From an optimization exercise on the open Yosys and OpenROAD flow, aimed at small area, a short achievable clock period and few clock cycles per item; shortcuts taken in it are not production practice.
At most, simulation tests tie the RTL to the original design; equivalence was not proved.
The RTL of runs 2 to 6 was laid out without a check of its function.
Power is estimated from default activity; no workload was simulated.

[flow/flow/run.sh]
#!/bin/bash
# Standard layout, with the port buffers inserted as buf_1 cells instead of
# the resizer's default choice (clkdlybuf4s50_1, larger and slower), and a
# smaller clock tree (no sink clustering, no dummy loads).
set -euo pipefail
echo 'export BUFFER_PORTS_ARGS = -buffer_cell sky130_fd_sc_hd__buf_1' >> config.mk
echo 'export CTS_ARGS = -buf_list sky130_fd_sc_hd__clkbuf_4 -root_buf sky130_fd_sc_hd__clkbuf_4 -dont_use_dummy_load -repair_clock_nets' >> config.mk
bash standard.sh > standard.log 2>&1
[flow/standard.sh]
#!/bin/bash
# synth_recipe.tcl (not shown) runs the flow's synth.tcl, then flattens the netlist and writes it again
# the make line also repeats each setting of config.mk as NAME=value (left out here)
make -C /OpenROAD-flow-scripts/flow DESIGN_CONFIG=/design/flow/config.mk WORK_HOME=/design/flow/orfs CLKGATE_MAP_FILE= SYNTH_SCRIPT=/design/flow/synth_recipe.tcl "${@:-finish}"
[flow/config.mk]
export PLATFORM = sky130hd
export DESIGN_NAME = function_calculator
export DESIGN_NICKNAME = function_calculator
export VERILOG_FILES = /design/flow/design.v
export SDC_FILE = /design/flow/constraint.sdc
export NUM_CORES = 4
export LEC_CHECK = 0
export ABC_AREA = 0
export CAP_MARGIN = 20
export CORE_MARGIN = 2
export CORE_UTILIZATION = 40
export SLEW_MARGIN = 20
export SYNTH_HIERARCHICAL = 1
export SYNTH_MINIMUM_KEEP_SIZE = 0
export BUFFER_PORTS_ARGS = -buffer_cell sky130_fd_sc_hd__buf_1
export CTS_ARGS = -buf_list sky130_fd_sc_hd__clkbuf_4 -root_buf sky130_fd_sc_hd__clkbuf_4 -dont_use_dummy_load -repair_clock_nets
[flow/constraint.sdc]
create_clock -name core_clock -period 5.0 [get_ports {clk_i}]
set_input_delay 1.0000 -clock core_clock [delete_from_list [all_inputs] [get_ports {clk_i}]]
set_output_delay 1.0000 -clock core_clock [all_outputs]
set_load 0.01 [all_outputs]
[flow/design.v]
`timescale 1ns / 1ps
module fa3(input x, input y, input z, output s, output c);
    assign s = x ^ y ^ z;
    assign c = (x & y) | (x & z) | (y & z);
endmodule
module ha2(input x, input y, output s, output c);
    assign s = x ^ y;
    assign c = x & y;
endmodule
`timescale 1ns / 1ps
module function_calculator(
    input clk_i,
    input rst_i,
    input [15:0] sw_i,
    input start_i,
    output busy_o,
    output [15:0] y_calc
 );
    function [3:0] low4;
        input [5:0] ar;
        low4 = {ar[3] & (ar[4] ^ ar[5]), ar[4] & ~ar[3], 1'b0, ar[3]} + ar[2:0];
    endfunction
    wire [7:0] b_i = sw_i[7:0];
    wire [2:0] r_d = (b_i >= 8'd216) ? 3'd6 :
                     (b_i >= 8'd125) ? 3'd5 :
                     (b_i >= 8'd64)  ? 3'd4 :
                     (b_i >= 8'd27)  ? 3'd3 :
                     (b_i >= 8'd8)   ? 3'd2 :
                     (b_i >= 8'd1)   ? 3'd1 : 3'd0;
    reg [7:0] aa;
    reg [2:0] rr;
    always @(posedge clk_i) begin
        if (rst_i) begin
            aa <= 8'd0;
            rr <= 3'd0;
        end else if (start_i) begin
            aa <= sw_i[15:8];
            rr <= r_d;
        end
    end
    wire n0 = aa[2] & ~aa[1];
    wire n1 = aa[2] & aa[1];
    wire n2 = aa[3] & ~aa[2];
    wire n3 = aa[3] & aa[2];
    wire n4 = aa[4] & ~aa[3];
    wire n5 = aa[4] & aa[3];
    wire n6 = aa[5] & ~aa[4];
    wire n7 = aa[5] & aa[4];
    wire n8 = aa[6] & ~aa[5];
    wire n9 = aa[6] & aa[5];
    wire n10 = aa[7] & ~aa[6];
    wire n11 = aa[7] & aa[6];
    wire n12 = aa[0] & aa[3];
    wire n13 = aa[0] & aa[4];
    wire n14 = aa[0] & aa[5];
    wire n15 = aa[0] & aa[6];
    wire n16 = aa[0] & aa[7];
    wire n17 = aa[1] & aa[3];
    wire n18 = aa[1] & aa[4];
    wire n19 = aa[1] & aa[5];
    wire n20 = aa[1] & aa[6];
    wire n21 = aa[1] & aa[7];
    wire n22 = aa[2] & aa[4];
    wire n23 = aa[2] & aa[5];
    wire n24 = aa[2] & aa[6];
    wire n25 = aa[2] & aa[7];
    wire n26 = aa[3] & aa[5];
    wire n27 = aa[3] & aa[6];
    wire n28 = aa[3] & aa[7];
    wire n29 = aa[4] & aa[6];
    wire n30 = aa[4] & aa[7];
    wire n31 = aa[5] & aa[7];
    wire n32 = aa[0] & aa[1] & aa[2];
    wire n33, n34;
    ha2 un33 (.x(n3), .y(n15), .s(n33), .c(n34));
    wire n35, n36;
    fa3 un35 (.x(n4), .y(n16), .z(n20), .s(n35), .c(n36));
    wire n37, n38;
    fa3 un37 (.x(n5), .y(n21), .z(n24), .s(n37), .c(n38));
    wire n39, n40;
    ha2 un39 (.x(n6), .y(n25), .s(n39), .c(n40));
    wire n41, n42;
    ha2 un41 (.x(n7), .y(n28), .s(n41), .c(n42));
    wire n43, n44;
    ha2 un43 (.x(n0), .y(n12), .s(n43), .c(n44));
    wire n45, n46;
    fa3 un45 (.x(n1), .y(n13), .z(n17), .s(n45), .c(n46));
    wire n47, n48;
    fa3 un47 (.x(n2), .y(n14), .z(n18), .s(n47), .c(n48));
    wire n49, n50;
    fa3 un49 (.x(n19), .y(n22), .z(n33), .s(n49), .c(n50));
    wire n51, n52;
    fa3 un51 (.x(n23), .y(n34), .z(n35), .s(n51), .c(n52));
    wire n53, n54;
    fa3 un53 (.x(n26), .y(n36), .z(n37), .s(n53), .c(n54));
    wire n55, n56;
    fa3 un55 (.x(n27), .y(n38), .z(n39), .s(n55), .c(n56));
    wire n57, n58;
    fa3 un57 (.x(n29), .y(n40), .z(n41), .s(n57), .c(n58));
    wire n59, n60;
    fa3 un59 (.x(n8), .y(n30), .z(n42), .s(n59), .c(n60));
    wire n61, n62;
    ha2 un61 (.x(n9), .y(n31), .s(n61), .c(n62));
    wire n63, n64;
    ha2 un63 (.x(n32), .y(n43), .s(n63), .c(n64));
    wire n65, n66;
    ha2 un65 (.x(n44), .y(n45), .s(n65), .c(n66));
    wire n67, n68;
    ha2 un67 (.x(n46), .y(n47), .s(n67), .c(n68));
    wire n69, n70;
    ha2 un69 (.x(n48), .y(n49), .s(n69), .c(n70));
    wire n71, n72;
    ha2 un71 (.x(n50), .y(n51), .s(n71), .c(n72));
    wire n73, n74;
    ha2 un73 (.x(n52), .y(n53), .s(n73), .c(n74));
    wire n75, n76;
    ha2 un75 (.x(n54), .y(n55), .s(n75), .c(n76));
    wire n77, n78;
    ha2 un77 (.x(n56), .y(n57), .s(n77), .c(n78));
    wire n79, n80;
    ha2 un79 (.x(n58), .y(n59), .s(n79), .c(n80));
    wire n81, n82;
    ha2 un81 (.x(n60), .y(n61), .s(n81), .c(n82));
    wire n83, n84;
    ha2 un83 (.x(n10), .y(n62), .s(n83), .c(n84));
    wire n85 = n64 | (n63 & 1'b0);
    wire n86 = n63 & 1'b0;
    wire n87 = n68 | (n67 & n66);
    wire n88 = n67 & n65;
    wire n89 = n72 | (n71 & n70);
    wire n90 = n71 & n69;
    wire n91 = n76 | (n75 & n74);
    wire n92 = n75 & n73;
    wire n93 = n80 | (n79 & n78);
    wire n94 = n79 & n77;
    wire n95 = n84 | (n83 & n82);
    wire n96 = n83 & n81;
    wire n97 = n66 | (n65 & n85);
    wire n98 = n65 & n86;
    wire n99 = n87 | (n88 & n85);
    wire n100 = n88 & n86;
    wire n101 = n74 | (n73 & n89);
    wire n102 = n73 & n90;
    wire n103 = n91 | (n92 & n89);
    wire n104 = n92 & n90;
    wire n105 = n82 | (n81 & n93);
    wire n106 = n81 & n94;
    wire n107 = n95 | (n96 & n93);
    wire n108 = n96 & n94;
    wire n109 = n70 | (n69 & n99);
    wire n110 = n69 & n100;
    wire n111 = n89 | (n90 & n99);
    wire n112 = n90 & n100;
    wire n113 = n101 | (n102 & n99);
    wire n114 = n102 & n100;
    wire n115 = n103 | (n104 & n99);
    wire n116 = n104 & n100;
    wire n117 = 1'b0 | (n11 & n107);
    wire n118 = n11 & n108;
    wire n119 = n78 | (n77 & n115);
    wire n120 = n77 & n116;
    wire n121 = n93 | (n94 & n115);
    wire n122 = n94 & n116;
    wire n123 = n105 | (n106 & n115);
    wire n124 = n106 & n116;
    wire n125 = n107 | (n108 & n115);
    wire n126 = n108 & n116;
    wire n127 = n117 | (n118 & n115);
    wire n128 = n118 & n116;
    wire n129 = n65 ^ n85;
    wire n130 = n67 ^ n97;
    wire n131 = n69 ^ n99;
    wire n132 = n71 ^ n109;
    wire n133 = n73 ^ n111;
    wire n134 = n75 ^ n113;
    wire n135 = n77 ^ n115;
    wire n136 = n79 ^ n119;
    wire n137 = n81 ^ n121;
    wire n138 = n83 ^ n123;
    wire n139 = n11 ^ n125;
    wire [11:0] hi = {n139, n138, n137, n136, n135, n134, n133, n132, n131, n130, n129, n63};
    assign y_calc = {hi, low4({aa[2:0], rr})};
    assign busy_o = 1'b0;
endmodule
==> run notes, run 1 <==
* Outcome: finished clean
* Area Growth Syn to Fin at 6.78%
* Min-Delay Path Class: flip-flop to flip-flop
* Via-per-instance ratio at around 4.8
* Hold-fix buffers, CTS at 0
* Kind of critical path: flip-flop to output port
* GRT Overall Usage at 0.135
* Final Slew Violations at 0
* Largest net degree at the start of global routing at 15
* Vias in the first global route at ~1,200
* Row Count at 22
* Post_cts resized at 0
* Max transition margin at 0.478
* Proportion of layout cells with a drive suffix above 1 at 0.0357
* Seq/Total Area, Yosys at 0.144
* Worst setup margin at ~450 ps
* Final std cells w/o fill at about 240
* Num ports at 36
* Avg Inst Size Synth at between 8 and 9 µm²
* CTS tree: built
* Hold_ws at ~500 ps
* Critical path's slowest cell: dfxtp_1
* Syn Inst Count at about 170
* Worst-case clock buffer depth at 2
* Total setup buffers inserted after CTS at 0
* Clock latency (worst-skew pair) at roughly 260 ps
* Critical Path RT at 4000 ps
* Clock period minus worst slack at 4550 ps
* Fillers at 400
* Synth Area in Compound Gates at 0.131
* Gpl congestion at 0.780
* # clock sinks at 11
* Nets at about 250
* Worst-Margin Slew at 783 ps
* Clock Pin Slew Worst Setup and Hold Paths at approximately 60 ps
* Crit path max fanout at 10
* CTS Root Cell: clkbuf_4
* XOR/XNOR Fraction of Synth Area at 0.0515
* Pre-CTS setup slack at around 750 ps
* Multiplexer share of the synthesized area at 0.0523
* H-tree depth at 1
* Die Wd at roughly 66 µm
* Synthesized flop and latch total at 11
* Global-route wire length before repair at between 4 and 5 mm
* Final HPWL DP at between 2 and 2.5 mm
* Final worst-path cycle share at 0.910
* Post-Syn Area at about 0.0015 mm²
* Clk_skew at 0 ps
* Leakage at about 0.82 nW
* Yosys Warn Count at 7
* Power per cell area at 137 mW/mm²
* Initial antenna violation count at 0
* CP startpoint kind: flip-flop
* Max Cap Viol at 0
* Routed Antenna Nets at 0
* Setup repair after global routing missed its margin: no
* Post-synthesis cell type count at 33
* Worst Path Arrival at 3550 ps
* DR WL/cell at 10.4 µm
* Peak supply drop at 0.0817 mV
* Final TNS setup at 0 ps
* Final WL at approximately 2.5 mm
* Number of hold violations in the final report at 0
* Detailed-route via count at 1,174
* Post-Synth Simple-Gate Area at 0.216
* Die Y at 65.9 µm
* Drt pass-1 iters at 2
* Crit. End Element: output port
* Placed insts at ~240
* Syn nets at 227
* Dpl cell area at about 0.0016 mm²
* Post-Synth Adder-Cell Area at 0.327
* Full die area at around 0.0043 mm²
* Number of remaining DRC errors at 0
* Core area at between 0.003 and 0.004 mm²
* Crit path largest cell delay at between 400 and 500 ps
* Starting density of the core at 0.418
* Total grt overflow at 0
* Tot Pwr at around 220 µW
* Port bufs at 34
* 1st-iter DRT viols at 19
* Fmax at around 0.22 GHz
* Largest family of logic cells by synthesized area: adder cells
* Post-route cell area at around 0.0016 mm²
* Diode count at 0
* Cts bufs inserted at 3
* Setup-failing EPs final at 0
* Core Util, Final at 0.447
* Critical Path, Cell by Cell: and2_1, fa_1, fa_1, ha_1, a21oi_1, o21ai_0, a21oi_1, o21ai_0, ha_1, nor2_1, xnor2_1, buf_1
==> cell usage in the layout, fill, tap and decap left out <==
cell / count
a211oi_1: 2
a211oi_2: 1
a21boi_0: 2
a21o_1: 2
a21oi_1: 10
a311oi_1: 1
a31oi_1: 1
and2_1: 25
and2b_1: 1
and3_1: 1
buf_1: 34
clkbuf_4: 3
conb_1: 1
dfxtp_1: 11
fa_1: 10
ha_1: 24
inv_1: 3
mux2i_1: 8
nand2_1: 9
nand2b_1: 1
nor2_1: 17
nor2b_1: 8
o211ai_1: 1
o211ai_2: 1
o21ai_0: 5
o21ai_1: 1
o21ba_2: 1
o221ai_1: 1
o31a_1: 1
or2_2: 1
xnor2_1: 5
xor2_1: 4
==> cells by family after synthesis <==
group | Yosys count
AOI/OAI and AO/OA | 30
xor gates and xnor gates | 9
adders and majority gates | 34
buffers and inverters | 18
DFF | 11
muxes | 8
other | 1
and+or+nand+nor | 63
==> Yosys cell counts <==
cell type | n | area share
nor2b_1 | 8 | 0.033
o221ai_1 | 1 | 0.0057
dfxtp_1 | 11 | 0.14
ha_1 | 24 | 0.20
and3_1 | 1 | 0.0041
o21ai_1 | 1 | 0.0033
conb_1 | 1 | 0.0024
o21ai_0 | 5 | 0.016
buf_4 | 13 | 0.064
xnor2_1 | 5 | 0.029
or2_2 | 1 | 0.0041
a211oi_1 | 2 | 0.0098
a31oi_1 | 1 | 0.0041
a21o_1 | 2 | 0.0098
fa_1 | 10 | 0.13
clkbuf_1 | 1 | 0.0024
and2_1 | 25 | 0.10
o31a_1 | 1 | 0.0057
nor2_1 | 17 | 0.042
a211oi_2 | 1 | 0.0082
inv_1 | 3 | 0.0074
nand2b_1 | 1 | 0.0041
a311oi_1 | 1 | 0.0057
mux2i_1 | 8 | 0.052
o211ai_2 | 1 | 0.0082
xor2_1 | 4 | 0.023
o21ba_2 | 1 | 0.0065
o211ai_1 | 1 | 0.0049
nand2_1 | 9 | 0.022
a21boi_0 | 2 | 0.0098
buf_2 | 1 | 0.0033
a21oi_1 | 10 | 0.033
and2b_1 | 1 | 0.0049
==> report_power, final <==
part | internal (mW) | switching, mW
Combinational | 0.0317 | 0.0378
Sequential | 0.0932 | 0.00891
Clock | 0.0277 | 0.0247
Total | 0.153 | 0.0714
==> modules after synthesis (local to each module, per instance) <==
module / flip-flops and latches / times used / cell area (µm²)
ha2: 0 / 16 / 12.5
fa3: 0 / 10 / 20.0
function_calculator: 11 / 1 / 1130
==> critical path: cells and delay by family (launching register included) <==
| family | cells | cell delay [ps] |
|---|---|---|
| flops | 1 | 480 |
| compound gates | 4 | 730 |
| fa+ha+maj | 4 | 1460 |
| xor+xnor | 1 | 130 |
| simple gates | 2 | 340 |
| buf+inv | 1 | 160 |
==> flip-flops by register name, summed over array words and instances, names as in the netlist <==
signal  count
aa          8
rr          3
==> final cells by class <==
cell class,instances,area [µm²],share of cell area
Clock buffer,3,22.5,0.0138
Inverter,3,11.3,0.00689
Multi-Input combinational cell,145,1190,0.730
Sequential cell,11,220,0.135
Tap cell,48,60.1,0.0367
Timing Repair Buffer,34,128,0.0780
==> final timing paths <==
| kind | start | endpoint | slack, ps | cells after the start |
|---|---|---|---|---|
| setup / recovery | aa[6] | y_calc[12] | 450 | 12 |
| setup reg to reg | aa[2] | aa[2] | 4210 | 2 |
| hold reg to reg | rr[1] | rr[1] | 500 | 2 |
| hold / removal | rr[1] | rr[1] | 500 | 2 |
==> routing by layer <==
layer	vias to the layer above	part of all wire	GRT usage
met4	0	0.0075	0.0313
met2	15	0.48	0.247
met5	-	0	0
met3	2	0.026	0.0187
met1	535	0.49	0.165
li1	622	-	-
Testbench counts, summed over its fixed seeds: cycles 1,280, items 1,280.
==> run 2: changes to the inputs <==
--- a/flow/design.v
+++ b/flow/design.v
@@ -14,7 +14,7 @@
     input [15:0] sw_i,
     input start_i,
     output busy_o,
-    output [15:0] y_calc
+    output reg [15:0] y_calc
  );
     function [3:0] low4;
         input [5:0] ar;
@@ -27,17 +27,7 @@
                      (b_i >= 8'd27)  ? 3'd3 :
                      (b_i >= 8'd8)   ? 3'd2 :
                      (b_i >= 8'd1)   ? 3'd1 : 3'd0;
-    reg [7:0] aa;
-    reg [2:0] rr;
-    always @(posedge clk_i) begin
-        if (rst_i) begin
-            aa <= 8'd0;
-            rr <= 3'd0;
-        end else if (start_i) begin
-            aa <= sw_i[15:8];
-            rr <= r_d;
-        end
-    end
+    wire [7:0] aa = sw_i[15:8];
     wire n0 = aa[2] & ~aa[1];
     wire n1 = aa[2] & aa[1];
     wire n2 = aa[3] & ~aa[2];
@@ -135,50 +125,49 @@
     wire n94 = n79 & n77;
     wire n95 = n84 | (n83 & n82);
     wire n96 = n83 & n81;
-    wire n97 = n66 | (n65 & n85);
-    wire n98 = n65 & n86;
-    wire n99 = n87 | (n88 & n85);
-    wire n100 = n88 & n86;
-    wire n101 = n74 | (n73 & n89);
-    wire n102 = n73 & n90;
-    wire n103 = n91 | (n92 & n89);
-    wire n104 = n92 & n90;
-    wire n105 = n82 | (n81 & n93);
-    wire n106 = n81 & n94;
-    wire n107 = n95 | (n96 & n93);
-    wire n108 = n96 & n94;
-    wire n109 = n70 | (n69 & n99);
-    wire n110 = n69 & n100;
-    wire n111 = n89 | (n90 & n99);
-    wire n112 = n90 & n100;
-    wire n113 = n101 | (n102 & n99);
-    wire n114 = n102 & n100;
-    wire n115 = n103 | (n104 & n99);
-    wire n116 = n104 & n100;
-    wire n117 = 1'b0 | (n11 & n107);
-    wire n118 = n11 & n108;
-    wire n119 = n78 | (n77 & n115);
-    wire n120 = n77 & n116;
-    wire n121 = n93 | (n94 & n115);
-    wire n122 = n94 & n116;
-    wire n123 = n105 | (n106 & n115);
-    wire n124 = n106 & n116;
-    wire n125 = n107 | (n108 & n115);
-    wire n126 = n108 & n116;
-    wire n127 = n117 | (n118 & n115);
-    wire n128 = n118 & n116;
-    wire n129 = n65 ^ n85;
-    wire n130 = n67 ^ n97;
-    wire n131 = n69 ^ n99;
-    wire n132 = n71 ^ n109;
-    wire n133 = n73 ^ n111;
-    wire n134 = n75 ^ n113;
-    wire n135 = n77 ^ n115;
-    wire n136 = n79 ^ n119;
-    wire n137 = n81 ^ n121;
-    wire n138 = n83 ^ n123;
-    wire n139 = n11 ^ n125;
-    wire [11:0] hi = {n139, n138, n137, n136, n135, n134, n133, n132, n131, n130, n129, n63};
-    assign y_calc = {hi, low4({aa[2:0], rr})};
+    wire n97 = n87 | (n88 & n85);
+    wire n98 = n88 & n86;
+    wire n99 = n91 | (n92 & n89);
+    wire n100 = n92 & n90;
+    wire n101 = n95 | (n96 & n93);
+    wire n102 = n96 & n94;
+    wire n103 = n99 | (n100 & n97);
+    wire n104 = n100 & n98;
+    wire n105 = n101 | (n102 & n103);
+    wire n106 = n102 & n104;
+    wire n107 = n89 | (n90 & n97);
+    wire n108 = n90 & n98;
+    wire n109 = n93 | (n94 & n103);
+    wire n110 = n94 & n104;
+    wire n111 = n66 | (n65 & n85);
+    wire n112 = n65 & n86;
+    wire n113 = n70 | (n69 & n97);
+    wire n114 = n69 & n98;
+    wire n115 = n74 | (n73 & n107);
+    wire n116 = n73 & n108;
+    wire n117 = n78 | (n77 & n103);
+    wire n118 = n77 & n104;
+    wire n119 = n82 | (n81 & n109);
+    wire n120 = n81 & n110;
+    wire n121 = 1'b0 | (n11 & n105);
+    wire n122 = n11 & n106;
+    wire n123 = n65 ^ n85;
+    wire n124 = n67 ^ n111;
+    wire n125 = n69 ^ n97;
+    wire n126 = n71 ^ n113;
+    wire n127 = n73 ^ n107;
+    wire n128 = n75 ^ n115;
+    wire n129 = n77 ^ n103;
+    wire n130 = n79 ^ n117;
+    wire n131 = n81 ^ n109;
+    wire n132 = n83 ^ n119;
+    wire n133 = n11 ^ n105;
+    wire [11:0] hi = {n133, n132, n131, n130, n129, n128, n127, n126, n125, n124, n123, n63};
+    always @(posedge clk_i) begin
+        if (rst_i)
+            y_calc <= 16'd0;
+        else if (start_i)
+            y_calc <= {hi, low4({aa[2:0], r_d})};
+    end
     assign busy_o = 1'b0;
 endmodule
==> flow/flow/run.sh (replaced) <==
#!/bin/bash
# Standard layout, with the port buffers inserted as buf_1 cells instead of
# the resizer's default choice (clkdlybuf4s50_1, larger and slower).
set -euo pipefail
echo 'export BUFFER_PORTS_ARGS = -buffer_cell sky130_fd_sc_hd__buf_1' >> config.mk
bash standard.sh > standard.log 2>&1
--- a/flow/config.mk
+++ b/flow/config.mk
@@ -13,4 +13,3 @@
 export SYNTH_HIERARCHICAL = 1
 export SYNTH_MINIMUM_KEEP_SIZE = 0
 export BUFFER_PORTS_ARGS = -buffer_cell sky130_fd_sc_hd__buf_1
-export CTS_ARGS = -buf_list sky130_fd_sc_hd__clkbuf_4 -root_buf sky130_fd_sc_hd__clkbuf_4 -dont_use_dummy_load -repair_clock_nets
==> run 2 against run 1 <==
Compared with the run above:
- still clean on timing, DRC and antenna
- worst hold slack got worse by 4.6 ps
- sequential power up about 50%
- final cell count grew 7.4%
- non-clock buffer count increased by 1
- core utilization rose by 2.5 points
- clock power grew 120%
- first-iteration DRC count grew to 2.9 times the previous value
- global-route usage up 2.5 points
- power is 100% higher
- sequential share of layout area is 3.6 points higher
- highest routed layer unchanged
==> run notes, run 2 <==
* Hold-critical path depth at 2 (unchanged)
* Detailed-route via count at 1,286 (+9.5%)
* Core area at 0.00397 mm² (+8.5%)
* Global-route wire length before repair at 5.62 mm (+19%)
* Outcome: finished clean
* Count leader, synth: ha_1
* Post-Syn Area at 0.00165 mm² (+7.5%)
* Nets at 268 (+6.8%)
* Cts bufs inserted at 3 (unchanged)
* Post-synth top cells: 26 x ha_1, 25 x and2_1, 22 x nor2_1
* Total grt overflow at 0 (unchanged)
* Setup repair after global routing missed its margin: no
* Crit. End Element: flip-flop
* Critical Path RT at 5110 ps (+1110 ps)
* Post-Synth Adder-Cell Area at 0.333 (+0.00603)
* DR WL/cell at 12.6 µm (+21%)
* Post-Synth Simple-Gate Area at 0.220 (+0.00468)
* Seq/Total Area, Yosys at 0.195 (+0.0507)
* Post_cts resized at 0 (unchanged)
* Final WL at 3.31 mm (+30%)
* Multiplexer share of the synthesized area at 0.0790 (+0.0267)
* Avg Inst Size Synth at 9.25 µm² (+5.1%)
* CTS tree: built
* H-tree depth at 1 (unchanged)
* Max Cap Viol at 0 (unchanged)
* Fmax at 0.256 GHz (+17%)
* Port bufs at 34 (unchanged)
* Proportion of layout cells with a drive suffix above 1 at 0.0519 (+0.0162)
* Int Pwr at 298 µW (+95%)
* Max transition margin at 0.490 (+0.0120)
* Critical path's slowest cell: fa_1
* Syn nets at 233 (+2.6%)
* Vias in the first global route at 1,128 (-4.2%)
* Drt pass-1 iters at 4 (+2)
* Diode count at 0 (unchanged)
* Kind of critical path: input port to flip-flop
* Via-per-instance ratio at 4.91 (+2.0%)
* Largest net degree at the start of global routing at 20 (+5)
* Die Wd at 68.2 µm (+3.5%)
* Fillers at 407 (+1.8%)
* XOR/XNOR Fraction of Synth Area at 0.0372 (-0.0142)
* Starting density of the core at 0.415 (-0.00370)
* Core Util, Final at 0.472 (+0.0253)
* Synthesized flop and latch total at 16 (+5)
* Number of remaining DRC errors at 0 (unchanged)
* Largest register by flop count: y_calc
* Clock latency (worst-skew pair) at 250 ps (about the same)
* Full die area at 0.00465 mm² (+7.1%)
* Clk_skew at 0 ps (unchanged)
* FF-to-FF End: y_calc[3]
* Number of hold violations in the final report at 0 (unchanged)
* Hold-fix buffers, CTS at 0 (unchanged)
* 1st-iter DRT viols at 55 (+36)
* Tot Pwr at 455 µW (+100%)
* Largest family of logic cells by synthesized area: adder cells
* GRT Overall Usage at 0.160 (+0.0249)
* Top Registers: y_calc x16
* Reg2Reg Depth at 2 (unchanged)
* Synth area leader: ha_1
* CP startpoint kind: input port
* Synth top area cells: ha_1 20%, dfxtp_1 19%, fa_1 12%
* Yosys Warn Count at 7 (unchanged)
* P_sw at 157 µW (+120%)
* Die Y at 68.2 µm (+3.5%)
* Comb power frac at 0.414 (+0.104)
* Setup-failing EPs final at 0 (unchanged)
* CTS Root Cell: clkbuf_8
* Power per cell area at 243 mW/mm² (+77%)
* Yosys top cell area share at 0.198 (+0.00149)
* Sw frac at 0.345 (+0.0261)
* Peak supply drop at 0.231 mV (+180%)
* Synth Area in Compound Gates at 0.103 (-0.0281)
* Crit path largest cell delay at 460 ps (-20 ps)
* Worst reg2reg setup slack at 4040 ps (-170 ps)
* Clock power frac at 0.250 (+0.016)
* Clock Pin Slew Worst Setup and Hold Paths at 60 ps (about the same)
* Leakage at 0.888 nW (+8.1%)
* Final TNS setup at 0 ps (unchanged)
* Gpl congestion at 0.747 (-4.2%)
* Total setup buffers inserted after CTS at 0 (unchanged)
* Worst-case clock buffer depth at 2 (unchanged)
* Register area at 320 µm² (+45%)
* Final Slew Violations at 0 (unchanged)
* Reg power frac at 0.336 (-0.120)
* Max reg flops at 16 (+8)
* Min-Delay Path Class: flip-flop to flip-flop
* Number of synthesized flops with an enable pin at 0 (unchanged)
* Crit path depth at 14 (+2)
* Row Count at 23 (+4.5%)
* Clock period minus worst slack at 3900 ps (-645 ps)
* Leading cell type in the layout, fill and taps excluded: buf_1
* Critical Path, Cell by Cell: buf_1, and2_1, fa_1, fa_1, ha_1, a21oi_1, nand3_1, a21oi_1, o21ai_0, ha_1, nor2_1, xnor2_1, mux2i_1, nor2_1
* Ys flop type: dfxtp_1
* Most frequent cells in the layout: 34 x buf_1, 26 x ha_1, 25 x and2_1
* Syn Inst Count at 178 (+2.3%)
* Worst r2r src: y_calc[3]
* Final HPWL DP at 2.60 mm (+22%)
* CP bufs+invs at 1 (unchanged)
* Final worst-path cycle share at 0.781 (-0.129)
* Initial antenna violation count at 0 (unchanged)
* Asr flop ratio synth at 0 (unchanged)
* Worst hold start: y_calc[13]
* Num ports at 36 (unchanged)
* Worst Path Arrival at 4010 ps (+460 ps)
* CP delay by family, top: adder cells
* Area Growth Syn to Fin at 13.8%
* Area of the multi-input gates at 0.00127 mm² (+6.8%)
* Crit path max fanout at 10 (unchanged)
* Routed Antenna Nets at 0 (unchanged)
* Worst-Margin Slew at 765 ps (-18.1 ps)
* Endpoint with the worst hold slack: y_calc[13]
* Post-synthesis cell type count at 40 (+21%)
* # clock sinks at 16 (+5)
==> run 2: cell types whose count changed after synthesis, sizes merged, moves of 3 or more <==
cell and delta:
nand2 -4, buf -11, nor2b -3, mux2i +5, dfxtp +5, o21ai -3, xor2 -4, a21oi -5
nor2 +5, inv +4
==> run 2: metrics by stage <==
step	setup WS [ps]	instance area, µm²	hold slack [ps]	std cells
6_report	1100	1870	495	262
5_1_grt	856	1870	515	262
4_1_cts	1100	1870	498	262
3_5_place_dp	842	1820	483	258
3_3_place_gp	927	1820	476	258
2_1_floorplan	1330	1650	505	178
==> run 2: power by group through the flow <==
stage               Combinational [mW]  Clock (mW)  Sequential [mW]
detailed placement               0.188           0            0.156
CTS                              0.190       0.117            0.153
finish                           0.188       0.114            0.153
global placement                 0.188           0            0.156
floorplan                        0.126           0            0.163
global route                     0.215       0.122            0.155
==> run 2: kinds of logic (layout without fill, tap and decap cells) <==
kind of cell | count (synthesis) | count (layout)
AND/OR/NAND/NOR | 68 | 68
adder cells (fa/ha/maj) | 38 | 38
AO/OA/AOI/OAI | 23 | 23
flip-flops | 16 | 16
multiplexers | 13 | 13
buffers and inverters | 12 | 46
XOR/XNOR | 7 | 7
other | 1 | 1
==> run 2: worst register-to-register path, stage by stage (launching register included) <==
cell	delay, ps
dfxtp_1	350
or3b_2	440
o311ai_1	90
==> run 2: how the worst max path moves through the flow <==
stage	start	endpoint	slack, ps
final	sw_i[8]	y_calc[14]	1100
after floorplan	sw_i[15]	y_calc[14]	1330
after global placement	sw_i[12]	y_calc[14]	930
after CTS	sw_i[14]	y_calc[14]	1100
after detailed placement	sw_i[14]	y_calc[14]	840
after global routing	sw_i[14]	y_calc[14]	860
==> run 2: area by class of cell <==
cell class / count / share of cell area
repair buffers: 35 / 0.0721
well taps: 50 / 0.0334
flip-flops and latches: 16 / 0.171
inverters: 7 / 0.0140
multi-input cells: 150 / 0.680
clock buffers: 4 / 0.0294
==> run 2: per-layer routing <==
| metal | wire length, µm | share of wire | GRT usage |
|---|---|---|---|
| met2 | 1270 | 0.38 | 0.198 |
| met3 | 136 | 0.041 | 0.0148 |
| met1 | 1880 | 0.57 | 0.273 |
| met5 | 0 | 0 | 0 |
| met4 | 14 | 0.0042 | 0.0525 |
==> run 2: modules after synthesis (local to each module, per instance) <==
module,flip-flops and latches,cell area (µm²),copies in the design
fa3,0,20.0,10
function_calculator,16,1250,1
ha2,0,12.5,16
==> run 3: changes to the inputs <==
--- a/flow/config.mk
+++ b/flow/config.mk
@@ -5,7 +5,7 @@
 export SDC_FILE = /design/flow/constraint.sdc
 export NUM_CORES = 4
 export LEC_CHECK = 0
-export ABC_AREA = 0
+export ABC_AREA = 1
 export CAP_MARGIN = 20
 export CORE_MARGIN = 2
 export CORE_UTILIZATION = 40
==> run 3 against run 2 <==
Compared with the run above:
- still clean on timing, DRC and antenna
- die area up 9.9%
- fmax up 3.6%
- combinational power up 2%
- register-to-register slack better by 260 ps
- count of clock-buffer cells in the layout is 1 lower
- sequential cell count unchanged
- power fell by 4.1%
- final cell count is 30% higher
- first-iteration DRC count increased by 16%
- area after synthesis increased by 11%
- worst setup slack improved by 130 ps
==> run notes, run 3 <==
* Outcome: finished clean
* Power per cell area at 220 mW/mm² (-9.4%)
* Yosys top cell area share at 0.179 (-0.0189)
* Num ports at 36 (unchanged)
* Avg Inst Size Synth at 6.98 µm² (-25%)
* Drt pass-1 iters at 4 (unchanged)
* Area Growth Syn to Fin at 9.00%
* Gpl congestion at 0.839 (+12%)
* Initial antenna violation count at 0 (unchanged)
* Critical Path RT at 5140 ps (+30 ps)
* CTS Root Cell: clkbuf_8
* DR WL/cell at 10.3 µm (-18%)
* Post_cts resized at 0 (unchanged)
* Proportion of layout cells with a drive suffix above 1 at 0.0729 (+0.0210)
* Detailed-route via count at 1,529 (+19%)
* Nets at 345 (+29%)
* Met2 usage at 0.229 (+0.0316)
* Dpl cell area at 0.00194 mm² (+6.8%)
* Count leader, synth: nand2_1
* Max reg flops at 16 (unchanged)
* Clock period minus worst slack at 3770 ps (-135 ps)
* Number of synthesized flops with an enable pin at 0 (unchanged)
* GR Util met1 at 0.242 (-0.0305)
* Top Usage Layer GRT: met1
* Die Wd at 71.5 µm (+4.8%)
* Synthesized flop and latch total at 16 (unchanged)
* Global-route wire length before repair at 6.55 mm (+17%)
* Crit path max fanout at 9 (-1)
* Cts bufs inserted at 3 (unchanged)
* Clock power frac at 0.215 (-0.035)
* Number of hold violations in the final report at 0 (unchanged)
* Asr flop ratio synth at 0 (unchanged)
* Max transition margin at 0.468 (-0.0219)
* Most frequent cells in the layout: 64 x nand2_1, 49 x inv_1, 34 x buf_1
* Top Registers: y_calc x16
* Worst reg2reg setup slack at 4300 ps (+260 ps)
* Final Slew Violations at 0 (unchanged)
* CTS tree: built
* Seq/Total Area, Yosys at 0.176 (-0.0186)
* Vias in the first global route at 1,502 (+33%)
* Max Cap Viol at 0 (unchanged)
* 1st-iter DRT viols at 64 (+16%)
* Largest net degree at the start of global routing at 20 (unchanged)
* Leakage at 1.22 nW (+38%)
* Post-synth top cells: 64 x nand2_1, 49 x inv_1, 33 x nor2_1
* Post-Syn Area at 0.00182 mm² (+11%)
* CP startpoint kind: input port
* Peak supply drop at 0.190 mV (-18%)
* Clock Pin Slew Worst Setup and Hold Paths at 60 ps (about the same)
* Ys flop type: dfxtp_1
* Kind of critical path: input port to flip-flop
* Worst Path Arrival at 3910 ps (-100 ps)
* Leading cell type in the layout, fill and taps excluded: nand2_1
* Syn nets at 316 (+36%)
* Final worst-path cycle share at 0.754 (-0.0269)
* Via-per-instance ratio at 4.50 (-8.4%)
* Fmax at 0.265 GHz (+3.6%)
* Worst-case clock buffer depth at 2 (unchanged)
* Final TNS setup at 0 ps (unchanged)
* Starting density of the core at 0.415 (+0.000621)
* Hold-fix buffers, CTS at 0 (unchanged)
* Port bufs at 34 (unchanged)
* Full die area at 0.00511 mm² (+9.9%)
* Clock latency (worst-skew pair) at 240 ps (about the same)
* Reg power frac at 0.344 (+0.008)
* Die Y at 71.5 µm (+4.8%)
* GRT Overall Usage at 0.154 (-0.00569)
* Syn Inst Count at 261 (+47%)
* Final WL at 3.51 mm (+6.0%)
* Post-synthesis cell type count at 33 (-18%)
* Min-Delay Path Class: flip-flop to flip-flop
* Post-route cell area at 0.00198 mm² (+5.9%)
* Setup-failing EPs final at 0 (unchanged)
* P_sw at 162 µW (+3.5%)
* Setup repair after global routing missed its margin: no
* GR Layer Usage met3 at 0.0127 (-0.00214)
* Yosys Warn Count at 7 (unchanged)
* Final HPWL DP at 2.93 mm (+12%)
* Synth top area cells: ha_1 18%, dfxtp_1 18%, nand2_1 13%
* Routed Antenna Nets at 0 (unchanged)
* Core area at 0.00438 mm² (+10%)
* H-tree depth at 1 (unchanged)
* Row Count at 24 (+4.3%)
* # clock sinks at 16 (unchanged)
* Total setup buffers inserted after CTS at 0 (unchanged)
* Comb power frac at 0.441 (+0.027)
* Worst-Margin Slew at 798 ps (+32.9 ps)
* Synth area leader: ha_1
* Number of remaining DRC errors at 0 (unchanged)
* Int Pwr at 274 µW (-8.1%)
* Largest register by flop count: y_calc
* Crit. End Element: flip-flop
* Clk_skew at 0 ps (unchanged)
* Total grt overflow at 0 (unchanged)
* Diode count at 0 (unchanged)
* Sw frac at 0.372 (+0.0274)
[run 3: final timing paths]
check,end,start,cells after the start
min,y_calc[4],y_calc[4],2
min reg2reg,y_calc[4],y_calc[4],2
max reg2reg,y_calc[10],y_calc[10],4
max,y_calc[14],sw_i[14],16
[run 3: final cells by class]
cell class,instances,area [µm²]
clock buffer,3,41.3
fill,463,2400
inverter,55,206
multi-input combinational,179,1220
sequential,16,320
tap,52,65.1
timing repair buffer,35,135
[run 3: cell families after synthesis]
kind of cell	share of synthesized area
adders and majority gates	0.289
AOI/OAI and AO/OA	0.0955
other	0.00206
buffers and inverters	0.156
xor gates and xnor gates	0.0289
and+or+nand+nor	0.253
DFF	0.176
[run 3: critical path, cell delays in order]
cell     delay [ps]
buf_1           350
nand2_1         100
inv_1            90
fa_1            440
fa_1            470
ha_1            360
nand2_1         100
nand2_2          60
a21oi_2         120
nand2_2          80
a31o_1          180
ha_1            170
nor2_1          130
xnor2_1          80
o21ai_1         120
inv_1            60
[run 3: modules after synthesis (local to each module, per instance)]
| module | area, µm² | flip-flops and latches | cells |
|---|---|---|---|
| function_calculator | 1420 | 16 | 235 |
| ha2 | 12.5 | 0 | 1 |
| fa3 | 20.0 | 0 | 1 |
[run 3: power groups by stage]
stage / Clock (mW) / Sequential [mW] / Combinational (mW)
after floorplan: 0 / 0.159 / 0.139
after global placement: 0 / 0.153 / 0.194
after detailed placement: 0 / 0.153 / 0.193
after CTS: 0.0960 / 0.151 / 0.196
after global routing: 0.104 / 0.152 / 0.226
final: 0.0939 / 0.150 / 0.192
[run 3: through the flow]
step                 util  setup slack, ps  cells  hold slack [ps]  power, mW
floorplan               -             1250    261              484      0.299
global route        0.453              936    340              495      0.482
finish              0.453             1230    340              462      0.436
CTS                 0.453             1220    340              466      0.442
global placement    0.443             1010    337              452      0.347
detailed placement  0.443              987    337              455      0.347
[run 3: metal layers]
metal / up-vias / routed length (µm) / share of wire
met5: - / 0 / 0
met2: 24 / 1460 / 0.41
met3: 5 / 119 / 0.034
li1: 836 / - / -
met1: 664 / 1900 / 0.54
met4: 0 / 33 / 0.0094
==> run 4: changes to the inputs <==
--- a/flow/design.v
+++ b/flow/design.v
@@ -14,7 +14,7 @@
     input [15:0] sw_i,
     input start_i,
     output busy_o,
-    output reg [15:0] y_calc
+    output [15:0] y_calc
  );
     function [3:0] low4;
         input [5:0] ar;
@@ -27,7 +27,17 @@
                      (b_i >= 8'd27)  ? 3'd3 :
                      (b_i >= 8'd8)   ? 3'd2 :
                      (b_i >= 8'd1)   ? 3'd1 : 3'd0;
-    wire [7:0] aa = sw_i[15:8];
+    reg [7:0] aa;
+    reg [2:0] rr;
+    always @(posedge clk_i) begin
+        if (rst_i) begin
+            aa <= 8'd0;
+            rr <= 3'd0;
+        end else if (start_i) begin
+            aa <= sw_i[15:8];
+            rr <= r_d;
+        end
+    end
     wire n0 = aa[2] & ~aa[1];
     wire n1 = aa[2] & aa[1];
     wire n2 = aa[3] & ~aa[2];
@@ -163,11 +173,6 @@
     wire n132 = n83 ^ n119;
     wire n133 = n11 ^ n105;
     wire [11:0] hi = {n133, n132, n131, n130, n129, n128, n127, n126, n125, n124, n123, n63};
-    always @(posedge clk_i) begin
-        if (rst_i)
-            y_calc <= 16'd0;
-        else if (start_i)
-            y_calc <= {hi, low4({aa[2:0], r_d})};
-    end
+    assign y_calc = {hi, low4({aa[2:0], rr})};
     assign busy_o = 1'b0;
 endmodule
==> flow/flow/run.sh (replaced) <==
#!/bin/bash
# Standard layout, with the port buffers inserted as buf_1 cells instead of
# the resizer's default choice (clkdlybuf4s50_1, larger and slower), and a
# smaller clock tree (no sink clustering, no dummy loads).
set -euo pipefail
echo 'export BUFFER_PORTS_ARGS = -buffer_cell sky130_fd_sc_hd__buf_1' >> config.mk
echo 'export CTS_ARGS = -buf_list sky130_fd_sc_hd__clkbuf_4 -root_buf sky130_fd_sc_hd__clkbuf_4 -dont_use_dummy_load -repair_clock_nets' >> config.mk
bash standard.sh > standard.log 2>&1
--- a/flow/config.mk
+++ b/flow/config.mk
@@ -13,3 +13,4 @@
 export SYNTH_HIERARCHICAL = 1
 export SYNTH_MINIMUM_KEEP_SIZE = 0
 export BUFFER_PORTS_ARGS = -buffer_cell sky130_fd_sc_hd__buf_1
+export CTS_ARGS = -buf_list sky130_fd_sc_hd__clkbuf_4 -root_buf sky130_fd_sc_hd__clkbuf_4 -dont_use_dummy_load -repair_clock_nets
==> run 4 against run 3 <==
Compared with the run above:
- critical path depth fell by 1
- worst setup slack got worse by 510 ps
- combinational power fell by 52%
- non-clock buffer count fell by 1
- cell area fell by 15%
- power fell by 42%
- clock skew did not move
- core utilization fell by 2.4 points
- via count fell by 12%
- area after synthesis fell by 11%
- largest cell class unchanged
==> run notes, run 4 <==
* Outcome: finished clean
* Synth top area cells: ha_1 20%, dfxtp_1 14%, fa_1 12%
* Proportion of layout cells with a drive suffix above 1 at 0.0444 (-0.0286)
* Area Growth Syn to Fin at 4.32%
* Clock Pin Slew Worst Setup and Hold Paths at 60 ps (about the same)
* Vias in the first global route at 1,243 (-17%)
* DR WL/cell at 8.93 µm (-13%)
* Syn nets at 286 (-9.5%)
* Worst-case clock buffer depth at 2 (unchanged)
* Number of remaining DRC errors at 0 (unchanged)
* Post-synth top cells: 53 x nand2_1, 41 x inv_1, 26 x ha_1
* # clock sinks at 11 (-5)
* Initial antenna violation count at 0 (unchanged)
* Largest register by flop count: aa
* Count leader, synth: nand2_1
* Crit. End Element: output port
* Setup-failing EPs final at 0 (unchanged)
* Routed Antenna Nets at 0 (unchanged)
* Core area at 0.00394 mm² (-10%)
* Post-synthesis cell type count at 24 (-27%)
* Clock latency (worst-skew pair) at 260 ps (+20 ps)
* Worst Path Arrival at 3280 ps (-630 ps)
* Nets at 305 (-12%)
* Kind of critical path: flip-flop to output port
* Final Slew Violations at 0 (unchanged)
* CTS tree: built
* Most frequent cells in the layout: 53 x nand2_1, 41 x inv_1, 34 x buf_1
* Reg2Reg Depth at 2 (-2)
* Area of the multi-input gates at 0.00110 mm² (-9.2%)
* Fmax at 0.234 GHz (-12%)
* CTS Root Cell: clkbuf_4
* Setup repair after global routing missed its margin: no
* Total grt overflow at 0 (unchanged)
* Row Count at 23 (-4.2%)
* H-tree depth at 1 (unchanged)
* Cts bufs inserted at 3 (unchanged)
* Leakage at 1.07 nW (-12%)
* Final HPWL DP at 2.29 mm (-22%)
* Fillers at 431 (-6.9%)
* FF-to-FF End: aa[0]
* Global-route wire length before repair at 4.86 mm (-26%)
* Worst setup margin at 718 ps (-514 ps)
* Asr flop ratio synth at 0 (unchanged)
* Avg Inst Size Synth at 7.02 µm² (+0.64%)
* Clock period minus worst slack at 4280 ps (+514 ps)
* Synth area leader: ha_1
* Critical Path RT at 4000 ps (-1140 ps)
* Total setup buffers inserted after CTS at 0 (unchanged)
* Register area at 220 µm² (-31%)
* Setup crit start: aa[4]
* Power per cell area at 149 mW/mm² (-32%)
* 1st-iter DRT viols at 24 (-63%)
* Final worst-path cycle share at 0.856 (+0.103)
* Yosys top cell area share at 0.201 (+0.0219)
* Leading cell type in the layout, fill and taps excluded: nand2_1
* Core Util, Final at 0.429 (-0.0236)
* GRT Overall Usage at 0.135 (-0.0189)
* Starting density of the core at 0.411 (-0.00394)
* Drt pass-1 iters at 4 (unchanged)
* Pre-CTS setup slack at 981 ps (-5.62 ps)
* Final WL at 2.66 mm (-24%)
* Max Cap Viol at 0 (unchanged)
* Gpl congestion at 0.762 (-9.1%)
* Hold-fix buffers, CTS at 0 (unchanged)
* Final TNS setup at 0 ps (unchanged)
* CP startpoint kind: flip-flop
* Number of synthesized flops with an enable pin at 0 (unchanged)
* Tot Pwr at 252 µW (-42%)
* Worst r2r src: aa[0]
* Detailed-route via count at 1,344 (-12%)
* Post-Syn Area at 0.00162 mm² (-11%)
* Post_cts resized at 0 (unchanged)
* Worst reg2reg setup slack at 4190 ps (-110 ps)
* Ys flop type: dfxtp_1
* Syn Inst Count at 231 (-11%)
* Hold-critical path depth at 2 (unchanged)
* Min-Delay Path Class: flip-flop to flip-flop
* Yosys Warn Count at 7 (unchanged)
* Die Y at 67.7 µm (-5.3%)
* Synthesized flop and latch total at 11 (-5)
* Seq/Total Area, Yosys at 0.136 (-0.0401)
* Num ports at 36 (unchanged)
* Port bufs at 34 (unchanged)
* Max reg flops at 8 (-8)
* Clk_skew at 0 ps (unchanged)
* Top Registers: aa x8, rr x3
* Full die area at 0.00458 mm² (-10%)
* CP endpoint: y_calc[14]
* Number of hold violations in the final report at 0 (unchanged)
* Diode count at 0 (unchanged)
* Via-per-instance ratio at 4.51 (+0.29%)
* Largest net degree at the start of global routing at 18 (-10%)
* Crit path max fanout at 9 (unchanged)
* Die Wd at 67.7 µm (-5.3%)
* Peak supply drop at 0.0922 mV (-52%)
run 4: cell count changes in the layout (fill, tap and decap cells not counted), moves of 3 or more:
cell | before | now
a21oi_1 | 10 | 13
clkbuf_4 | 0 | 3
clkbuf_8 | 3 | 0
dfxtp_1 | 16 | 11
inv_1 | 49 | 41
inv_2 | 5 | 0
nand2_1 | 64 | 53
nor2_1 | 33 | 23
o21ai_0 | 4 | 10
o21ai_1 | 3 | 0
run 4: Yosys stat by module (local to each module, per instance):
module               flip-flops and latches  area [µm²]  cells
ha2                                       0        12.5      1
fa3                                       0        20.0      1
function_calculator                      11        1220    205
run 4: cells by family (layout without fill, tap and decap cells):
family	after synthesis	in the layout	synth area share
flops	11	11	0.136
simple gates	88	88	0.225
fa+ha+maj	36	36	0.324
xor+xnor	7	7	0.0378
buf+inv	61	78	0.183
compound gates	27	27	0.0918
other cells	1	1	0.00231
run 4: routing by layer:
metal  track usage  vias up  share of wire
met5             0        -              0
met1         0.167      580           0.47
met2         0.244       33           0.47
li1              -      729              -
met4        0.0306        0         0.0071
met3        0.0217        2          0.045
run 4: power breakdown:
group / switching (mW) / internal [mW] / total, mW / leakage [nW]
logic: 0.0551 / 0.0377 / 0.0928 / 0.966
registers: 0.0112 / 0.0940 / 0.105 / 0.0915
clock network: 0.0260 / 0.0277 / 0.0537 / 0.0138
total: 0.0923 / 0.159 / 0.252 / 1.07
run 4: layout make-up:
type,instances,share of cell area
flip-flops and latches,11,0.130
clock buffers,3,0.0133
well taps,50,0.0370
multi-input cells,159,0.653
inverters,41,0.0910
repair buffers,34,0.0754
run 4: critical path, stage by stage, from the launching register on:
cell and delay (ps):
dfxtp_1 470, inv_1 90, nor2_1 120, fa_1 450
fa_1 470, ha_1 350, nand2_1 100, nand2_1 50
nand3_1 100, nand3_4 100, nand3_1 80, nand2_1 60
ha_1 170, nor2_1 120, xnor2_1 120, buf_1 160
run 4: worst min-delay path by stage:
stage,startpoint,to,slack (ps)
floorplan,rr[0],rr[0],440
global placement,rr[0],rr[0],470
detailed placement,rr[0],rr[0],470
CTS,rr[0],rr[0],490
global route,rr[0],rr[0],520
finish,rr[0],rr[0],490
run 4: stage by stage:
stage               std cells  instance area, µm²  hold WS (ps)
finish                    298                1690           485
global route              298                1690           523
CTS                       298                1690           491
detailed placement        295                1670           474
global placement          295                1670           473
floorplan                 231                1620           441
==> run 5: changes to the inputs <==
--- a/flow/design.v
+++ b/flow/design.v
@@ -101,78 +101,9 @@
     fa3 un59 (.x(n8), .y(n30), .z(n42), .s(n59), .c(n60));
     wire n61, n62;
     ha2 un61 (.x(n9), .y(n31), .s(n61), .c(n62));
-    wire n63, n64;
-    ha2 un63 (.x(n32), .y(n43), .s(n63), .c(n64));
-    wire n65, n66;
-    ha2 un65 (.x(n44), .y(n45), .s(n65), .c(n66));
-    wire n67, n68;
-    ha2 un67 (.x(n46), .y(n47), .s(n67), .c(n68));
-    wire n69, n70;
-    ha2 un69 (.x(n48), .y(n49), .s(n69), .c(n70));
-    wire n71, n72;
-    ha2 un71 (.x(n50), .y(n51), .s(n71), .c(n72));
-    wire n73, n74;
-    ha2 un73 (.x(n52), .y(n53), .s(n73), .c(n74));
-    wire n75, n76;
-    ha2 un75 (.x(n54), .y(n55), .s(n75), .c(n76));
-    wire n77, n78;
-    ha2 un77 (.x(n56), .y(n57), .s(n77), .c(n78));
-    wire n79, n80;
-    ha2 un79 (.x(n58), .y(n59), .s(n79), .c(n80));
-    wire n81, n82;
-    ha2 un81 (.x(n60), .y(n61), .s(n81), .c(n82));
-    wire n83, n84;
-    ha2 un83 (.x(n10), .y(n62), .s(n83), .c(n84));
-    wire n85 = n64 | (n63 & 1'b0);
-    wire n86 = n63 & 1'b0;
-    wire n87 = n68 | (n67 & n66);
-    wire n88 = n67 & n65;
-    wire n89 = n72 | (n71 & n70);
-    wire n90 = n71 & n69;
-    wire n91 = n76 | (n75 & n74);
-    wire n92 = n75 & n73;
-    wire n93 = n80 | (n79 & n78);
-    wire n94 = n79 & n77;
-    wire n95 = n84 | (n83 & n82);
-    wire n96 = n83 & n81;
-    wire n97 = n87 | (n88 & n85);
-    wire n98 = n88 & n86;
-    wire n99 = n91 | (n92 & n89);
-    wire n100 = n92 & n90;
-    wire n101 = n95 | (n96 & n93);
-    wire n102 = n96 & n94;
-    wire n103 = n99 | (n100 & n97);
-    wire n104 = n100 & n98;
-    wire n105 = n101 | (n102 & n103);
-    wire n106 = n102 & n104;
-    wire n107 = n89 | (n90 & n97);
-    wire n108 = n90 & n98;
-    wire n109 = n93 | (n94 & n103);
-    wire n110 = n94 & n104;
-    wire n111 = n66 | (n65 & n85);
-    wire n112 = n65 & n86;
-    wire n113 = n70 | (n69 & n97);
-    wire n114 = n69 & n98;
-    wire n115 = n74 | (n73 & n107);
-    wire n116 = n73 & n108;
-    wire n117 = n78 | (n77 & n103);
-    wire n118 = n77 & n104;
-    wire n119 = n82 | (n81 & n109);
-    wire n120 = n81 & n110;
-    wire n121 = 1'b0 | (n11 & n105);
-    wire n122 = n11 & n106;
-    wire n123 = n65 ^ n85;
-    wire n124 = n67 ^ n111;
-    wire n125 = n69 ^ n97;
-    wire n126 = n71 ^ n113;
-    wire n127 = n73 ^ n107;
-    wire n128 = n75 ^ n115;
-    wire n129 = n77 ^ n103;
-    wire n130 = n79 ^ n117;
-    wire n131 = n81 ^ n109;
-    wire n132 = n83 ^ n119;
-    wire n133 = n11 ^ n105;
-    wire [11:0] hi = {n133, n132, n131, n130, n129, n128, n127, n126, n125, n124, n123, n63};
+    wire [11:0] ra = {n11, n10, n60, n58, n56, n54, n52, n50, n48, n46, n44, n32};
+    wire [11:0] rb = {1'b0, n62, n61, n59, n57, n55, n53, n51, n49, n47, n45, n43};
+    wire [11:0] hi = ra + rb;
     assign y_calc = {hi, low4({aa[2:0], rr})};
     assign busy_o = 1'b0;
 endmodule
==> run 5 against run 4 <==
Compared with the run above:
- first-iteration DRC count increased by 79%
- register-to-register slack got worse by 20 ps
- largest cell class unchanged
- non-clock buffer count unchanged
- clock skew unchanged
- sequential cell count unchanged
- die area decreased by 1.2%
- area after synthesis decreased by 1.2%
- count of clock-buffer cells in the layout unchanged
- core utilization increased by 4.7 points
- fmax increased by 6.3%
==> run notes, run 5 <==
* Worst reg2reg setup slack at 4170 ps (-20 ps)
* P_sw at 101 µW (+9.7%)
* Final WL at 3.12 mm (+17%)
* Crit. End Element: output port
* Largest net degree at the start of global routing at 19 (+1)
* Nets at 328 (+7.5%)
* Clock Pin Slew Worst Setup and Hold Paths at 70 ps (about the same)
* Number of hold violations in the final report at 0 (unchanged)
* Hold-fix buffers, CTS at 0 (unchanged)
* Final TNS setup at 0 ps (unchanged)
* Reg2Reg Depth at 2 (unchanged)
* Diode count at 0 (unchanged)
* Largest family of logic cells by synthesized area: adder cells
* Tot Pwr at 262 µW (+4.3%)
* Crit path max fanout at 9 (unchanged)
* FF-to-FF End: aa[0]
* Clock latency (worst-skew pair) at 260 ps (about the same)
* Vias in the first global route at 1,397 (+12%)
* Global-route wire length before repair at 5.69 mm (+17%)
* Yosys Warn Count at 7 (unchanged)
* Die Wd at 67.3 µm (-0.58%)
* Final HPWL DP at 2.68 mm (+17%)
* Post-synthesis cell type count at 27 (+13%)
* Starting density of the core at 0.428 (+0.0165)
* Avg Inst Size Synth at 6.54 µm² (-6.9%)
* Leading cell type in the layout, fill and taps excluded: nand2_1
* Asr flop ratio synth at 0 (unchanged)
* Yosys top cell area share at 0.164 (-0.0366)
* CTS Root Cell: clkbuf_4
* Num ports at 36 (unchanged)
* CP startpoint kind: flip-flop
* Max Cap Viol at 0 (unchanged)
* Port bufs at 34 (unchanged)
* Met2 wire length at 1.46 mm (+16%)
* Kind of critical path: flip-flop to output port
* Clock power frac at 0.209 (-0.004)
* DRT met1 WL at 1.57 mm (+24%)
* Worst-case clock buffer depth at 2 (unchanged)
* Final std cells w/o fill at 323 (+8.4%)
* Sw frac at 0.386 (+0.0192)
* Syn nets at 296 (+3.5%)
* Post-Syn Area at 0.00160 mm² (-1.2%)
* Proportion of layout cells with a drive suffix above 1 at 0.0509 (+0.00655)
* Top Registers: aa x8, rr x3
* Reg power frac at 0.401 (-0.017)
* Hold_ws at 471 ps (-14.4 ps)
* Multiplexer share of the synthesized area at 0 (unchanged)
* DR WL/cell at 9.66 µm (+8.2%)
* Syn Inst Count at 245 (+6.1%)
* Gpl congestion at 0.777 (+2.0%)
* Routed Antenna Nets at 0 (unchanged)
* Final worst-path cycle share at 0.806 (-0.0509)
* Critical Path RT at 4000 ps (about the same)
* Synth area leader: ha_1
* Post-synth top cells: 66 x nand2_1, 44 x inv_1, 21 x ha_1
* Count leader, synth: nand2_1
* Dpl cell area at 0.00176 mm² (+5.3%)
* Clk_skew at 0 ps (unchanged)
* Comb power frac at 0.389 (+0.020)
* Full die area at 0.00453 mm² (-1.2%)
* Post-Synth Adder-Cell Area at 0.302 (-0.0225)
* CTS tree: built
* Number of synthesized flops with an enable pin at 0 (unchanged)
* Post-Synth Simple-Gate Area at 0.266 (+0.0411)
* Synthesized flop and latch total at 11 (unchanged)
* Number of remaining DRC errors at 0 (unchanged)
* Synth top area cells: ha_1 16%, nand2_1 15%, dfxtp_1 14%
* XOR/XNOR Fraction of Synth Area at 0.0492 (+0.0114)
* Fillers at 410 (-4.9%)
* Core area at 0.00374 mm² (-5.0%)
* Final Slew Violations at 0 (unchanged)
* Worst Path Arrival at 3030 ps (-250 ps)
* Min-Delay Path Class: flip-flop to flip-flop
* Crit path largest cell delay at 480 ps (about the same)
* Post-route cell area at 0.00178 mm² (+5.3%)
* Total setup buffers inserted after CTS at 0 (unchanged)
* Outcome: finished clean
* Setup crit start: aa[4]
* Critical path's slowest cell: dfxtp_1
* Power per cell area at 147 mW/mm² (-0.93%)
* Initial antenna violation count at 0 (unchanged)
* Most frequent cells in the layout: 66 x nand2_1, 44 x inv_1, 34 x buf_1
* Detailed-route via count at 1,497 (+11%)
* Drt pass-1 iters at 4 (unchanged)
* Leakage at 1.12 nW (+4.1%)
* Ys flop type: dfxtp_1
* Row Count at 22 (-4.3%)
* Via-per-instance ratio at 4.63 (+2.8%)
* H-tree depth at 1 (unchanged)
* Die Y at 67.3 µm (-0.58%)
* Area Growth Syn to Fin at 11.2%
* WL met3 at 80 µm (-34%)
* Clock period minus worst slack at 4030 ps (-255 ps)
* Placed insts at 320 (+8.5%)
* Fmax at 0.248 GHz (+6.3%)
* GRT Overall Usage at 0.159 (+0.0244)
* Seq/Total Area, Yosys at 0.137 (+0.00170)
* Worst r2r src: aa[0]
* Max reg flops at 8 (unchanged)
* Largest register by flop count: aa
* Critical Path, Cell by Cell: inv_1, nor2_1, fa_1, fa_1, ha_1, a21oi_1, nor2_1, nor2_2, nand2_2, nand2_1, nand3b_1, nand2_1, buf_1
* Int Pwr at 161 µW (+1.1%)
* Cts bufs inserted at 3 (unchanged)
* Synth Area in Compound Gates at 0.111 (+0.0191)
* Total grt overflow at 0 (unchanged)
* Setup-failing EPs final at 0 (unchanged)
* Peak supply drop at 0.123 mV (+34%)
* Setup repair after global routing missed its margin: no
* CP endpoint: y_calc[15]
* Post_cts resized at 0 (unchanged)
* # clock sinks at 11 (unchanged)
* 1st-iter DRT viols at 43 (+79%)
* Highest Signal Layer: met4
-- run 5: changes by cell type after synthesis, sizes merged, moves of 4 or more --
| cell | before | now |
|---|---|---|
| inv | 41 | 48 |
| ha | 26 | 21 |
| xor2 | 2 | 8 |
| nand2 | 56 | 69 |
| buf | 16 | 2 |
| a21oi | 14 | 19 |
| xnor2 | 5 | 1 |
-- run 5: kinds of logic (layout without fill, tap and decap cells) --
logic type	after synthesis	in the layout
xor+xnor	9	9
compound gates	33	33
flops	11	11
fa+ha+maj	32	32
simple gates	104	104
buf+inv	55	85
other cells	1	1
-- run 5: critical path, delay by kind of cell (launching register included) --
kind | cells | cell delay [ps]
AOI/OAI and AO/OA | 1 | 200
DFF | 1 | 480
and+or+nand+nor | 7 | 600
adders and majority gates | 3 | 1260
buffers and inverters | 2 | 240
-- run 5: worst min path at each step --
stage / startpoint / end / cells after the start
floorplan: rr[0] / rr[0] / 2
finish: rr[0] / rr[0] / 2
global placement: rr[0] / rr[0] / 2
global route: rr[0] / rr[0] / 2
CTS: rr[0] / rr[0] / 2
detailed placement: rr[0] / rr[0] / 2
-- run 5: modules after synthesis, one instance, submodules excluded --
module               times used  cell area [µm²]  cells
ha2                           5             12.5      1
function_calculator           1             1340    230
fa3                          10             20.0      1
-- run 5: through the flow --
step / setup slack [ps] / utilization
2_1_floorplan: 1420 / -
3_3_place_gp: 1290 / 0.470
3_5_place_dp: 1240 / 0.470
4_1_cts: 952 / 0.476
5_1_grt: 706 / 0.476
6_report: 972 / 0.476
-- run 5: power by group through the flow --
| stage | clock network, mW | registers [mW] | logic [mW] |
|---|---|---|---|
| detailed placement | 0 | 0.108 | 0.104 |
| CTS | 0.0564 | 0.106 | 0.104 |
| floorplan | 0 | 0.0997 | 0.0816 |
| global route | 0.0616 | 0.107 | 0.119 |
| finish | 0.0549 | 0.105 | 0.102 |
| global placement | 0 | 0.107 | 0.103 |
-- run 5: layout make-up --
| type | instances | area (µm²) | area share |
|---|---|---|---|
| well taps | 48 | 60.1 | 0.0337 |
| flip-flops and latches | 11 | 220 | 0.124 |
| inverters | 48 | 180 | 0.101 |
| clock buffers | 3 | 22.5 | 0.0126 |
| multi-input cells | 179 | 1170 | 0.657 |
| repair buffers | 34 | 128 | 0.0717 |
-- run 5: metal layers --
metal  GRT usage  up-vias
met5           0        -
met4      0.0230        0
met3      0.0250        2
met2       0.278       17
met1       0.211      657
li1            -      821
==> run 6: changes to the inputs <==
--- a/flow/design.v
+++ b/flow/design.v
@@ -14,7 +14,7 @@
     input [15:0] sw_i,
     input start_i,
     output busy_o,
-    output [15:0] y_calc
+    output reg [15:0] y_calc
  );
     function [3:0] low4;
         input [5:0] ar;
@@ -27,17 +27,7 @@
                      (b_i >= 8'd27)  ? 3'd3 :
                      (b_i >= 8'd8)   ? 3'd2 :
                      (b_i >= 8'd1)   ? 3'd1 : 3'd0;
-    reg [7:0] aa;
-    reg [2:0] rr;
-    always @(posedge clk_i) begin
-        if (rst_i) begin
-            aa <= 8'd0;
-            rr <= 3'd0;
-        end else if (start_i) begin
-            aa <= sw_i[15:8];
-            rr <= r_d;
-        end
-    end
+    wire [7:0] aa = sw_i[15:8];
     wire n0 = aa[2] & ~aa[1];
     wire n1 = aa[2] & aa[1];
     wire n2 = aa[3] & ~aa[2];
@@ -104,6 +94,11 @@
     wire [11:0] ra = {n11, n10, n60, n58, n56, n54, n52, n50, n48, n46, n44, n32};
     wire [11:0] rb = {1'b0, n62, n61, n59, n57, n55, n53, n51, n49, n47, n45, n43};
     wire [11:0] hi = ra + rb;
-    assign y_calc = {hi, low4({aa[2:0], rr})};
+    always @(posedge clk_i) begin
+        if (rst_i)
+            y_calc <= 16'd0;
+        else if (start_i)
+            y_calc <= {hi, low4({aa[2:0], r_d})};
+    end
     assign busy_o = 1'b0;
 endmodule
==> run 6 against run 5 <==
Compared with the run above:
- sequential cell count rose by 5
- core utilization down 2.1 points
- non-clock buffer count unchanged
- register-to-register slack better by 130 ps
- largest cell class unchanged
- global-route usage barely moved
- power is 64% higher
- routed wire length grew 27%
- via count increased by 25%
- largest power group is now combinational cells
- cell area increased by 21%
- area after synthesis grew 23%
==> run notes, run 6 <==
* Outcome: finished clean
* Diode count at 0 (unchanged)
* Detailed-route via count at 1,869 (+25%)
* Post-Syn Area at 0.00198 mm² (+23%)
* Final worst-path cycle share at 0.656 (-0.150)
* Setup repair after global routing missed its margin: no
* Starting density of the core at 0.416 (-0.0120)
* # clock sinks at 16 (+5)
* 1st-iter DRT viols at 89 (+110%)
* Crit path largest cell delay at 470 ps (about the same)
* Final std cells w/o fill at 420 (+30%)
* Clk_skew at 0 ps (unchanged)
* Drt pass-1 iters at 4 (unchanged)
* Final TNS setup at 0 ps (unchanged)
* Asr flop ratio synth at 0 (unchanged)
* CP startpoint kind: input port
* Clock latency (worst-skew pair) at 300 ps (+40 ps)
* Max reg flops at 16 (+8)
* Clock power frac at 0.162 (-0.047)
* Min-Delay Path Class: flip-flop to flip-flop
* Synth top area cells: nand2_1 17%, dfxtp_1 16%, inv_1 14%
* Setup-failing EPs final at 0 (unchanged)
* Count leader, synth: nand2_1
* Placed insts at 417 (+30%)
* Syn Inst Count at 327 (+33%)
* Via-per-instance ratio at 4.45 (-4.0%)
* Clock period minus worst slack at 3280 ps (-748 ps)
* Largest register by flop count: y_calc
* CTS tree: built
* Comb power frac at 0.495 (+0.106)
* Total setup buffers inserted after CTS at 0 (unchanged)
* Area Growth Syn to Fin at 9.24%
* CTS Root Cell: clkbuf_4
* Leading cell type in the layout, fill and taps excluded: nand2_1
* Final WL at 3.96 mm (+27%)
* Number of hold violations in the final report at 0 (unchanged)
* Register area at 320 µm² (+45%)
* Seq/Total Area, Yosys at 0.162 (+0.0245)
* Critical Path, Cell by Cell: buf_1, nand2_1, inv_1, fa_1, fa_1, ha_1, a21oi_2, nand2_1, nand2_1, nand3_1, nand2_1, nand3_1, nand2_1, inv_1
* Fmax at 0.305 GHz (+23%)
* Number of remaining DRC errors at 0 (unchanged)
* Post-synthesis cell type count at 26 (-3.7%)
* Vias in the first global route at 1,671 (+20%)
* Num ports at 36 (unchanged)
* Full die area at 0.00552 mm² (+22%)
* Worst-case clock buffer depth at 2 (unchanged)
* Die Y at 74.3 µm (+10%)
* Proportion of layout cells with a drive suffix above 1 at 0.0198 (-0.0311)
* Port bufs at 34 (unchanged)
* Critical path's slowest cell: fa_1
* Top Registers: y_calc x16
* Final HPWL DP at 3.31 mm (+23%)
* Die Wd at 74.3 µm (+10%)
* Row Count at 25 (+14%)
* Worst Path Arrival at 3470 ps (+440 ps)
* Initial antenna violation count at 0 (unchanged)
* Yosys Warn Count at 7 (unchanged)
* Sw frac at 0.421 (+0.0347)
* Synthesized flop and latch total at 16 (+5)
* Largest net degree at the start of global routing at 26 (+7)
* Most frequent cells in the layout: 91 x nand2_1, 75 x inv_1, 49 x nor2_1
* Crit path max fanout at 9 (unchanged)
* Gpl congestion at 0.806 (+3.6%)
* H-tree depth at 1 (unchanged)
* Post_cts resized at 0 (unchanged)
* Ys flop type: dfxtp_1
* Final Slew Violations at 0 (unchanged)
* Routed Antenna Nets at 0 (unchanged)
* Fillers at 544 (+33%)
* Total grt overflow at 0 (unchanged)
* Critical Path RT at 5190 ps (+1190 ps)
[run 6: metal layers]
| layer | wire [µm] | share of wire | global-route usage | up-vias |
|---|---|---|---|---|
| met2 | 1880 | 0.47 | 0.289 | 35 |
| met5 | 0 | 0 | 0 | - |
| met1 | 1870 | 0.47 | 0.197 | 804 |
| li1 | - | - | - | 1023 |
| met3 | 168 | 0.042 | 0.0339 | 7 |
| met4 | 35 | 0.0088 | 0.0278 | 0 |
[run 6: kinds of logic after synthesis]
kind of cell | Yosys count | share of synthesized area
and+or+nand+nor | 166 | 0.337
buffers and inverters | 86 | 0.169
other | 1 | 0.00190
xor gates and xnor gates | 5 | 0.0222
DFF | 16 | 0.162
adders and majority gates | 32 | 0.244
AOI/OAI and AO/OA | 21 | 0.0633
[run 6: critical path, delay by kind of cell]
family,cells,cell delay (ps)
AO/OA/AOI/OAI,1,230
AND/OR/NAND/NOR,7,540
adder cells (fa/ha/maj),3,1260
buffers and inverters,3,440
[run 6: power by group through the flow]
| stage | Combinational, mW | Clock (mW) | Sequential, mW |
|---|---|---|---|
| after floorplan | 0.159 | 0 | 0.157 |
| after global placement | 0.217 | 0 | 0.150 |
| after detailed placement | 0.218 | 0 | 0.151 |
| after CTS | 0.218 | 0.0718 | 0.148 |
| after global routing | 0.255 | 0.0766 | 0.149 |
| final | 0.213 | 0.0697 | 0.147 |
[run 6: final timing paths]
check                 start          to  depth (start not counted)
setup / recovery   sw_i[10]  y_calc[14]                         14
hold / removal    y_calc[1]   y_calc[1]                          2
setup reg to reg  y_calc[7]   y_calc[7]                          4
hold reg to reg   y_calc[1]   y_calc[1]                          2
[run 6: metrics by stage]
step	power (mW)	util	cell area (µm²)	hold WS (ps)	worst slack, ps
2_1_floorplan	0.316	-	1980	485	1700
3_3_place_gp	0.367	0.449	2140	449	1400
3_5_place_dp	0.368	0.449	2140	456	1350
4_1_cts	0.438	0.454	2160	471	1660
5_1_grt	0.480	0.454	2160	502	1390
6_report	0.430	0.454	2160	469	1720
[run 6: layout make-up]
class                      count  share of cell area
multi-input combinational    225               0.612
sequential                    16               0.148
inverter                      75               0.130
timing repair buffer          34              0.0597
tap                           67              0.0388
clock buffer                   3              0.0104
[run 6: modules after synthesis, one instance, submodules excluded]
module	cells inside	area (µm²)
function_calculator	312	1710
ha2	1	12.5
fa3	1	20.0
